This is an optimization exercise on Yosys and OpenROAD, whose aim is small area, a short achievable clock period and few clock cycles per item, not a production implementation.
At most, simulation tests tie the RTL to the original design; equivalence was not proved.
Power figures rest on the tool's default switching activity, not on a simulated workload.

## the previous run
==> flow/design.v <==
`timescale 1ns / 1ps
module SequentialNonrestoringDivider128Bit(
    input  [127:0] dividend_q,
    input  [127:0] divisor_m,
    input          clk,
    input          reset_n,
    output [127:0] quotient,
    output [127:0] remainder,
    output         done
    );
    reg [127:0] r;       
    reg [127:0] q;       
    reg [7:0]   cnt;     
    reg         skip;    
    wire [15:0] nz;
    wire [15:0] hi;
    genvar k;
    generate
        for (k = 0; k < 16; k = k + 1) begin : g_nz
            assign nz[k] = |divisor_m[8*k+7:8*k];
        end
        for (k = 0; k < 16; k = k + 1) begin : g_hi
            if (k == 15) begin : g_top
                assign hi[k] = 1'b0;
            end else begin : g_or
                assign hi[k] = |nz[15:k+1];
            end
        end
    endgenerate
    wire [128:0] diff = {r, q[127]} - {1'b0, divisor_m};
    wire         qbit = ~diff[128];
    always @(posedge clk or negedge reset_n) begin
        if (!reset_n)
            cnt <= 8'd0;
        else if (!cnt[7])
            cnt <= skip ? cnt + 8'd8 : cnt + 8'd1;
    end
    always @(posedge clk) begin
        if (!reset_n) begin
            r    <= 128'd0;
            q    <= dividend_q;
            skip <= hi[0];
        end else if (!cnt[7]) begin
            if (skip) begin
                {r, q} <= {r[119:0], q, 8'd0};
                skip   <= hi[cnt[6:3] + 4'd1];
            end else begin
                r    <= qbit ? diff[127:0] : {r[126:0], q[127]};
                q    <= {q[126:0], qbit};
                skip <= 1'b0;
            end
        end
    end
    assign done      = cnt[7];
    assign quotient  = q;
    assign remainder = r;
endmodule
export LEC_CHECK = 0
export ABC_CLOCK_PERIOD_IN_PS = 2500
export CAP_MARGIN = 20
export CORE_MARGIN = 2
export CORE_UTILIZATION = 40
export SETUP_SLACK_MARGIN = 2.0
export SLEW_MARGIN = 20
create_clock -name core_clock -period 5.5 [get_ports {clk}]
run.sh (not shown) runs the stock make flow with config.mk's settings and CLKGATE_MAP_FILE= SYNTH_SCRIPT=/design/flow/synth_recipe.tcl, a recipe that flattens the netlist after the stock synthesis.
Testbench counts of the previous run, summed over its fixed seeds: cycles 29,684, items 384.
## Diff of input files: the current run against the previous run
==> flow/design.v, changed modules only <==
module SequentialNonrestoringDivider128Bit(
    input  [127:0] dividend_q,
    input  [127:0] divisor_m,
    input          clk,
    input          reset_n,
    output [127:0] quotient,
    output [127:0] remainder,
    output         done
    );
    reg [127:0] r;       
    reg [127:0] q;       
    reg [7:0]   cnt;     
    reg         skip;    
    reg [127:0] d;       
    wire [15:0] nz;
    wire [15:0] hi;
    genvar k;
    generate
        for (k = 0; k < 16; k = k + 1) begin : g_nz
            assign nz[k] = |d[8*k+7:8*k];
        end
        for (k = 0; k < 16; k = k + 1) begin : g_hi
            if (k == 15) begin : g_top
                assign hi[k] = 1'b0;
            end else begin : g_or
                assign hi[k] = |nz[15:k+1];
            end
        end
    endgenerate
    wire [127:0] a  = {r[126:0], q[127]};
    wire [127:0] g0 = a & ~d;
    wire [127:0] p0 = a | ~d;
    wire [127:0] x0 = a ^ ~d;
    wire [127:0] gl [0:7];
    wire [127:0] pl [0:7];
    assign gl[0] = {g0[127:1], g0[0] | p0[0]};   
    assign pl[0] = p0;
    genvar l, i;
    generate
        for (l = 0; l < 7; l = l + 1) begin : g_lvl
            for (i = 0; i < 128; i = i + 1) begin : g_bit
                if ((i >> l) & 1) begin : g_node
                    assign gl[l+1][i] = gl[l][i] | (pl[l][i] & gl[l][((i >> l) << l) - 1]);
                    assign pl[l+1][i] = pl[l][i] & pl[l][((i >> l) << l) - 1];
                end else begin : g_pass
                    assign gl[l+1][i] = gl[l][i];
                    assign pl[l+1][i] = pl[l][i];
                end
            end
        end
    endgenerate
    wire [127:0] diff = x0 ^ {gl[7][126:0], 1'b1};
    wire         qbit = r[127] | gl[7][127];
    always @(posedge clk or negedge reset_n) begin
        if (!reset_n)
            cnt <= 8'd0;
        else if (!cnt[7])
            cnt <= skip ? cnt + 8'd8 : cnt + 8'd1;
    end
    always @(posedge clk)
        d <= divisor_m;
    always @(posedge clk) begin
        if (!reset_n) begin
            r    <= 128'd0;
            q    <= dividend_q;
            skip <= |divisor_m[127:8];
        end else if (!cnt[7]) begin
            if (skip) begin
                {r, q} <= {r[119:0], q, 8'd0};
                skip   <= hi[cnt[6:3] + 4'd1];
            end else begin
                r    <= qbit ? diff : {r[126:0], q[127]};
                q    <= {q[126:0], qbit};
                skip <= 1'b0;
            end
        end
    end
    assign done      = cnt[7];
    assign quotient  = q;
    assign remainder = r;
endmodule
Findings:
- The current run ends up with a synthesis-stage register bit count that is 128 higher than in the previous run.
- Row footprint of the multi-input gates: the current run lower / the previous run higher
- Taking the previous run as the reference point, the width of the chip of the current run rises by about 4.3%.
- When the current run is measured against the previous run, its area overhead of the layout relative to synthesis turns out 23 points lower.
- On the current run: share of the core filled with cells in the final layout is 9.6 points lower than what the previous run gave.
- Proportion of cell area spent on the clock network on the current run is up relative to the previous run.
- Comparing the current run against the previous run, there is no change at all in I/O pin count.
- Looking only at via count, and setting everything else aside, the lower value of the current run and the previous run goes to the current run.
- Re power density over cell area: the previous run was lower than the current run.
- Changes observed in the current run relative to the previous run: post-layout total power now larger; quantity of gates resized following cts now smaller; area of placed instances now larger.
- | area taken by flip-flops and latches | the current run vs the previous run | 40% higher |
- The current run vs the previous run, instance count: the current run lower
The RTL of the current run was laid out without a check of its function.

========
main:
SequentialNonrestoringDivider128Bit, a different RTL version from the one above (not shown whole).
Size: about 2500 cells after synthesis, roughly 270 flip-flops, about 520 I/O pins, ~19000 sq um of cells after synthesis.
==> module SequentialNonrestoringDivider128Bit, before the edit <==
module SequentialNonrestoringDivider128Bit(
    input  [127:0] dividend_q,
    input  [127:0] divisor_m,
    input          clk,
    input          reset_n,
    output [127:0] quotient,
    output [127:0] remainder,
    output         done
    );
    reg [127:0] r;       
    reg [127:0] q;       
    reg [7:0]   cnt;     
    reg         skip;    
    wire [15:0] nz;
    wire [15:0] hi;
    genvar k;
    generate
        for (k = 0; k < 16; k = k + 1) begin : g_nz
            assign nz[k] = |divisor_m[8*k+7:8*k];
        end
        for (k = 0; k < 16; k = k + 1) begin : g_hi
            if (k == 15) begin : g_top
                assign hi[k] = 1'b0;
            end else begin : g_or
                assign hi[k] = |nz[15:k+1];
            end
        end
    endgenerate
    wire [127:0] a  = {r[126:0], q[127]};
    wire [127:0] g0 = a & ~divisor_m;
    wire [127:0] x0 = a ^ ~divisor_m;
    wire [127:0] gl [0:7];
    wire [127:0] pl [0:7];
    assign gl[0] = {g0[127:1], a[0] | ~divisor_m[0]};      
    assign pl[0] = x0;                            
    genvar l, i;
    generate
        for (l = 0; l < 7; l = l + 1) begin : g_lvl
            for (i = 0; i < 128; i = i + 1) begin : g_bit
                if ((i >> l) & 1) begin : g_node
                    assign gl[l+1][i] = gl[l][i] | (pl[l][i] & gl[l][((i >> l) << l) - 1]);
                    assign pl[l+1][i] = pl[l][i] & pl[l][((i >> l) << l) - 1];
                end else begin : g_pass
                    assign gl[l+1][i] = gl[l][i];
                    assign pl[l+1][i] = pl[l][i];
                end
            end
        end
    endgenerate
    wire [127:0] diff = {x0[127:1] ^ gl[7][126:0], a[0] ^ divisor_m[0]};
    wire         qbit = r[127] | gl[7][127];
    always @(posedge clk or negedge reset_n) begin
        if (!reset_n)
            cnt <= 8'd0;
        else if (!cnt[7])
            cnt <= skip ? cnt + 8'd8 : cnt + 8'd1;
    end
    wire         step  = reset_n & ~cnt[7] & ~skip;
    wire         shift = reset_n & ~cnt[7] & skip;
    wire         hold  = reset_n & cnt[7];
    wire         take  = step & qbit;
    wire [127:0] r_alt = ({128{step}}  & {r[126:0], q[127]}) |
                         ({128{shift}} & {r[119:0], q[127:120]}) |
                         ({128{hold}}  & r);
    wire [127:0] r_nxt = take ? diff : r_alt;
    always @(posedge clk)
        r <= r_nxt;
    wire [127:0] q_nxt = ({128{~reset_n}} & dividend_q) |
                         ({128{step}}     & {q[126:0], qbit}) |
                         ({128{shift}}    & {q[119:0], 8'd0}) |
                         ({128{hold}}     & q);
    always @(posedge clk)
        q <= q_nxt;
    always @(posedge clk) begin
        if (!reset_n)
            skip <= |divisor_m[127:8];
        else if (!cnt[7])
            skip <= skip & hi[cnt[6:3] + 4'd1];
    end
    assign done      = cnt[7];
    assign quotient  = q;
    assign remainder = r;
endmodule
export LEC_CHECK = 0
export CAP_MARGIN = 20
export CORE_MARGIN = 2
export CORE_UTILIZATION = 60
export CTS_BUF_LIST = sky130_fd_sc_hd__clkbuf_8
export SETUP_SLACK_MARGIN = 2.0
export SLEW_MARGIN = 20
create_clock -name core_clock -period 5.5 [get_ports {clk}]
standard.sh (not shown) runs the stock make flow with config.mk's settings and CLKGATE_MAP_FILE= SYNTH_SCRIPT=/design/flow/synth_recipe.tcl, a recipe that flattens the netlist after the stock synthesis.
==> flow/flow/run.sh <==
#!/bin/bash
# The standard layout, except that the input and output ports are buffered with
# buf_1 cells (resizable later) instead of the delay buffer buffer_ports picks.
set -euo pipefail
export BUFFER_PORTS_ARGS="-buffer_cell sky130_fd_sc_hd__buf_1"
bash standard.sh > standard_flow.log 2>&1
Testbench counts of main, summed over its fixed seeds: cycles 29,684, items 384.
> inputs changed (main -> the feature branch)
==> flow/design.v <==
`timescale 1ns / 1ps
module SequentialNonrestoringDivider128Bit(
    input  [127:0] dividend_q,
    input  [127:0] divisor_m,
    input          clk,
    input          reset_n,
    output [127:0] quotient,
    output [127:0] remainder,
    output         done
    );
    reg [127:0] r;       
    reg [127:0] q;       
    reg [7:0]   cnt;     
    reg         s16;     
    reg         s4;      
    wire [39:0] h4;
    assign h4[39:32] = 8'd0;
    genvar k;
    generate
        for (k = 31; k >= 0; k = k - 1) begin : g_h4
            assign h4[k] = h4[k+1] | (|divisor_m[4*k+3:4*k]);
        end
    endgenerate
    wire [4:0] t_nxt = cnt[6:2] + (s16 ? 5'd4 : 5'd1);
    wire [127:0] a  = {r[126:0], q[127]};
    wire [127:0] g0 = a & ~divisor_m;
    wire [127:0] x0 = a ^ ~divisor_m;
    wire [127:0] gl [0:7];
    wire [127:0] pl [0:7];
    assign gl[0] = {g0[127:1], a[0] | ~divisor_m[0]};      
    assign pl[0] = x0;                            
    genvar l, i;
    generate
        for (l = 0; l < 7; l = l + 1) begin : g_lvl
            for (i = 0; i < 128; i = i + 1) begin : g_bit
                if ((i >> l) & 1) begin : g_node
                    assign gl[l+1][i] = gl[l][i] | (pl[l][i] & gl[l][((i >> l) << l) - 1]);
                    assign pl[l+1][i] = pl[l][i] & pl[l][((i >> l) << l) - 1];
                end else begin : g_pass
                    assign gl[l+1][i] = gl[l][i];
                    assign pl[l+1][i] = pl[l][i];
                end
            end
        end
    endgenerate
    wire [127:0] diff = {x0[127:1] ^ gl[7][126:0], a[0] ^ divisor_m[0]};
    wire         qbit = r[127] | gl[7][127];
    always @(posedge clk or negedge reset_n) begin
        if (!reset_n)
            cnt <= 8'd0;
        else if (!cnt[7])
            cnt <= s16 ? cnt + 8'd16 : s4 ? cnt + 8'd4 : cnt + 8'd1;
    end
    wire         run   = reset_n & ~cnt[7];
    wire         step  = run & ~s16 & ~s4;
    wire         sh16  = run & s16;
    wire         sh4   = run & ~s16 & s4;
    wire         hold  = reset_n & cnt[7];
    wire         take  = step & qbit;
    wire [127:0] r_alt = ({128{step}} & {r[126:0], q[127]}) |
                         ({128{sh16}} & {r[111:0], q[127:112]}) |
                         ({128{sh4}}  & {r[123:0], q[127:124]}) |
                         ({128{hold}} & r);
    wire [127:0] r_nxt = take ? diff : r_alt;
    always @(posedge clk)
        r <= r_nxt;
    wire [127:0] q_nxt = ({128{~reset_n}} & dividend_q) |
                         ({128{step}}     & {q[126:0], qbit}) |
                         ({128{sh16}}     & {q[111:0], 16'd0}) |
                         ({128{sh4}}      & {q[123:0], 4'd0}) |
                         ({128{hold}}     & q);
    always @(posedge clk)
        q <= q_nxt;
    always @(posedge clk) begin
        if (!reset_n) begin
            s16 <= |divisor_m[127:16];
            s4  <= |divisor_m[127:4];
        end else if (!cnt[7]) begin
            s16 <= (s16 | s4) & h4[t_nxt + 6'd4];
            s4  <= (s16 | s4) & h4[t_nxt + 6'd1];
        end
    end
    assign done      = cnt[7];
    assign quotient  = q;
    assign remainder = r;
endmodule
Results
For the feature branch, the launch point of the critical path was divisor_m[0], unlike main, where it was divisor_m[45].
All of the feature branch and main finish clean.
Compared with main, in the feature branch relative area of clock buffers and inverters in the final design essentially unchanged, aggregate routed wire length now larger, power share of the clock group rose 8.8 points, area of the die picked up an extra 3.2%.
The feature branch improves on main in final worst hold slack.
On final core area utilization, the feature branch and main are basically level.
Testbench counts of the feature branch, summed over its fixed seeds: cycles 27,948, items 384.

-- re-timing with driven ports --
How much do the figures lean on ideal ports? The routed layouts below were timed once more, with nothing changed but the port constraints. Step 1 (the two cells are an assumption about what drives the block):
set clk [get_ports {clk}]
set_driving_cell -lib_cell sky130_fd_sc_hd__clkbuf_16 $clk
set_driving_cell -lib_cell sky130_fd_sc_hd__buf_2 [delete_from_list [all_inputs] $clk]
Step 2 times the ports against the registers' clock, not the clock port: input delays grow and output delays shrink by t, the midpoint of the rising clock arrivals with the driver on. Three values: no drivers, after step 1, after step 2; two values: the first two.
| run | shift t [ns] | slack for setup (ns) | worst setup path at the end | worst register clock-pin slew, ns |
|---|---|---|---|---|
| the previous run | 0.629 | 1.426 / 1.430 / 0.802 | input to register | 0.06 / 0.06 |
| the current run | 0.658 | 1.612 / 1.612 / 1.435 | input to register | 0.06 / 0.06 |
| main | 0.630 | 1.555 / 1.585 / 0.955 | input to register | 0.07 / 0.07 |
| the feature branch | 0.659 | 1.511 / 1.527 / 0.868 | input to register | 0.07 / 0.07 |
After both steps every run listed still meets setup and hold. The setup slack of the feature branch, which loses most, moves by +0.016 ns with the drivers and by -0.643 ns with both steps.
